Source: an optimization exercise on an open RTL-to-GDS flow (aim: small area). Production flows keep margins and buffers that such runs may drop. In this exercise RTL edits were held to simulation tests only and were not proved equivalent to the original. Power is estimated from default activity; no workload was simulated.

## Project_Sensor
module Project_Sensor(
    input           iClk,
    input           iRst,
    input           iSet,
    input   [4:0]   iMode,
    input           iFPGA_Btn_U,
    input           iFPGA_Btn_D,
    input           iFPGA_Btn_R,
    input           iFPGA_Btn_L,
    output  [3:0]   oFnd_Com,
    output  [7:0]   oFnd_Data,
    output  [3:0]   oLed_Alarm,
    output  [9:0]   oLed,
    input           iEcho,
    output          oTrig,
    input           iDHT_In,
    output          oDHT_Out,
    output          oDHT_En
    );
Size: ~1,500 cells after synthesis, about 240 flip-flops, about 43 I/O pins, roughly 14,000 µm² of cells after synthesis.
clock: 14.0 ns
lec_check: 0
abc_area: 1
cap_margin: 20
core_margin: 2
core_utilization: 40
slew_margin: 20
standard.sh (not shown) runs the stock make flow with config.mk's settings and CLKGATE_MAP_FILE= SYNTH_SCRIPT=/design/flow/synth_recipe.tcl, a recipe that flattens the netlist after the stock synthesis.
==> flow/flow/run.sh <==
#!/bin/bash
# Layout flow: the standard ORFS flow (standard.sh) with three changes:
#  - synthesis maps logic with an area-oriented ABC script (flow/abc_area.script);
#    everything else in synthesis, including the registers, is the standard synthesis;
#  - ports are buffered with the smallest buffer (sky130_fd_sc_hd__buf_1);
#  - CTS uses small leaf buffers, larger sink clusters and no dummy loads.
# Each tool's output goes to the ORFS logs under orfs/logs; make's own output to flow_make.log.
set -euo pipefail
cd "$(dirname "$0")/.."
export BUFFER_PORTS_ARGS="-buffer_cell sky130_fd_sc_hd__buf_1"
W=$PWD

cat > "$W/flow_synth.tcl" <<EOT
proc abc {args} {
  set i [lsearch -exact \$args -script]
  if {\$i >= 0} { lset args [expr {\$i + 1}] {$W/flow/abc_area.script} }
  puts "abc with area script: \$args"
  yosys abc {*}\$args
}
source {$W/synth_recipe.tcl}
EOT

sed -E "s#SYNTH_SCRIPT=[^ ]+#SYNTH_SCRIPT=$W/flow_synth.tcl#" standard.sh > flow_standard.sh
grep -q "SYNTH_SCRIPT=$W/flow_synth.tcl" flow_standard.sh

CTS="-sink_clustering_enable -repair_clock_nets -dont_use_dummy_load -buf_list sky130_fd_sc_hd__clkbuf_8 -sink_clustering_size 12 -sink_clustering_max_diameter 60"
export CTS_ARGS="$CTS"
bash flow_standard.sh finish > "$W/flow_make.log" 2>&1
==> flow/flow/abc_area.script <==
strash
&get -n
&fraig -x
&deepsyn -T 60
&put
strash
&get -n
&dc2
&dch -f
&nf -R 1000
&put
strash
&get -n
&dc2
&dch -f
&nf -R 1000
&put
The first run ran to the end with no violations.
==> next run, changes <==
--- a/flow/flow/run.sh
+++ b/flow/flow/run.sh
@@ -1,6 +1,8 @@
 #!/bin/bash
-# Layout flow: the standard ORFS flow (standard.sh) with three changes:
-#  - synthesis maps logic with an area-oriented ABC script (flow/abc_area.script);
-#    everything else in synthesis, including the registers, is the standard synthesis;
+# Layout flow: the standard ORFS flow (standard.sh) with these changes:
+#  - synthesis maps logic with an area-oriented ABC script (flow/abc_area.script), and
+#    leaves adders to ABC instead of mapping them to half/full-adder cells first
+#    (ADDER_MAP_FILE empty); everything else in synthesis, including the registers,
+#    is the standard synthesis;
 #  - ports are buffered with the smallest buffer (sky130_fd_sc_hd__buf_1);
 #  - CTS uses small leaf buffers, larger sink clusters and no dummy loads.
@@ -26,3 +28,3 @@
 CTS="-sink_clustering_enable -repair_clock_nets -dont_use_dummy_load -buf_list sky130_fd_sc_hd__clkbuf_8 -sink_clustering_size 12 -sink_clustering_max_diameter 60"
 export CTS_ARGS="$CTS"
-bash flow_standard.sh finish > "$W/flow_make.log" 2>&1
+bash flow_standard.sh finish ADDER_MAP_FILE= > "$W/flow_make.log" 2>&1
What happened: Power goes up by a little under a tenth. Setup slack loses 0.42 ns. Sequential cell count stays the same. Routed wire length goes down by a few percent. Design area goes down by a little under a tenth. First-iteration DRC count goes down slightly. Non-clock buffer count goes up by 2. Fmax goes down by a few percent. Global-route usage goes up by 0.30 points. Sequential share of layout area goes up by 3.9 points.
==> next run, changes <==
--- a/flow/flow/run.sh
+++ b/flow/flow/run.sh
@@ -1,8 +1,6 @@
 #!/bin/bash
-# Layout flow: the standard ORFS flow (standard.sh) with these changes:
-#  - synthesis maps logic with an area-oriented ABC script (flow/abc_area.script), and
-#    leaves adders to ABC instead of mapping them to half/full-adder cells first
-#    (ADDER_MAP_FILE empty); everything else in synthesis, including the registers,
-#    is the standard synthesis;
+# Layout flow: the standard ORFS flow (standard.sh) with three changes:
+#  - synthesis maps logic with an area-oriented ABC script (flow/abc_area.script);
+#    everything else in synthesis, including the registers, is the standard synthesis;
 #  - ports are buffered with the smallest buffer (sky130_fd_sc_hd__buf_1);
 #  - CTS uses small leaf buffers, larger sink clusters and no dummy loads.
@@ -28,3 +26,3 @@
 CTS="-sink_clustering_enable -repair_clock_nets -dont_use_dummy_load -buf_list sky130_fd_sc_hd__clkbuf_8 -sink_clustering_size 12 -sink_clustering_max_diameter 60"
 export CTS_ARGS="$CTS"
-bash flow_standard.sh finish ADDER_MAP_FILE= > "$W/flow_make.log" 2>&1
+bash flow_standard.sh finish > "$W/flow_make.log" 2>&1
==> flow/flow/abc_area.script (replaced) <==
strash
&get -n
&fraig -x
&put
dc2
strash
&get -n
&dc2
&dch -f
&nf -R 1000
&put
strash
&get -n
&dc2
&dch -f
&nf -R 1000
&put
The new run finished with timing, DRC and antenna clean. First-iteration DRC count is higher by about 8%. Clock-buffer cell count is higher by 4. Die area is higher by 16%. Setup slack gets worse by 0.24 ns.
==> next run, changes <==
--- a/flow/flow/run.sh
+++ b/flow/flow/run.sh
@@ -1,6 +1,8 @@
 #!/bin/bash
-# Layout flow: the standard ORFS flow (standard.sh) with three changes:
-#  - synthesis maps logic with an area-oriented ABC script (flow/abc_area.script);
-#    everything else in synthesis, including the registers, is the standard synthesis;
+# Layout flow: the standard ORFS flow (standard.sh) with these changes:
+#  - synthesis maps logic with an area-oriented ABC script (flow/abc_area.script), and
+#    leaves adders to ABC instead of mapping them to half/full-adder cells first
+#    (ADDER_MAP_FILE empty); everything else in synthesis, including the registers,
+#    is the standard synthesis;
 #  - ports are buffered with the smallest buffer (sky130_fd_sc_hd__buf_1);
 #  - CTS uses small leaf buffers, larger sink clusters and no dummy loads.
@@ -24,5 +26,5 @@
 grep -q "SYNTH_SCRIPT=$W/flow_synth.tcl" flow_standard.sh
 
-CTS="-sink_clustering_enable -repair_clock_nets -dont_use_dummy_load -buf_list sky130_fd_sc_hd__clkbuf_8 -sink_clustering_size 12 -sink_clustering_max_diameter 60"
+CTS="-sink_clustering_enable -repair_clock_nets -dont_use_dummy_load -buf_list sky130_fd_sc_hd__clkbuf_8 -sink_clustering_size 16 -sink_clustering_max_diameter 60"
 export CTS_ARGS="$CTS"
-bash flow_standard.sh finish > "$W/flow_make.log" 2>&1
+bash flow_standard.sh finish ADDER_MAP_FILE= > "$W/flow_make.log" 2>&1
==> flow/flow/abc_area.script (replaced) <==
strash
&get -n
&fraig -x
&deepsyn -T 60
&put
strash
&get -n
&dc2
&dch -f
&nf -R 1000
&put
strash
&get -n
&dc2
&dch -f
&nf -R 1000
&put
=> Synthesized area is lower by about 14%. Die area came out lower by about 14%. Non-clock buffer count is lower by 1. Power falls by 7.5%. Count of clock-buffer cells in the layout falls by 3. Routed wire length fell by about 13%.

static timing again, ports no longer ideal:
No port has a modelled driver above. Below, the same layouts with a new extraction and two added sets of constraints.
Step 1, drivers: a clkbuf_16 drives iClk and a buf_2 each remaining input, both assumed.
Step 2 times the ports against the registers' clock, not the clock port: input delays grow and output delays shrink by t, the midpoint of the rising clock arrivals with the driver on.
a / b / c = ideal ports / drivers / drivers and shift; a / b = the first two.
run | shift t [ns] | setup WS [ns] | hold slack, ns | worst setup path after step 2 | latest minus earliest clock arrival (ns)
the first run | 0.626 | 1.953 / 1.929 / 1.929 | 0.367 / 0.367 / 0.367 | input to output | 0.056 / 0.056
the second run | 0.589 | 1.533 / 1.506 / 1.506 | 0.348 / 0.348 / 0.348 | input to output | 0.053 / 0.053
the third run | 0.619 | 1.291 / 1.268 / 1.268 | 0.363 / 0.363 / 0.363 | input to output | 0.089 / 0.089
the fourth run | 0.591 | 1.422 / 1.393 / 1.393 | 0.328 / 0.328 / 0.328 | input to output | 0.057 / 0.057
After both steps every run listed still meets setup and hold. The setup slack of the fourth run, which loses most, moves by -0.029 ns with the drivers and by -0.029 ns with both steps.
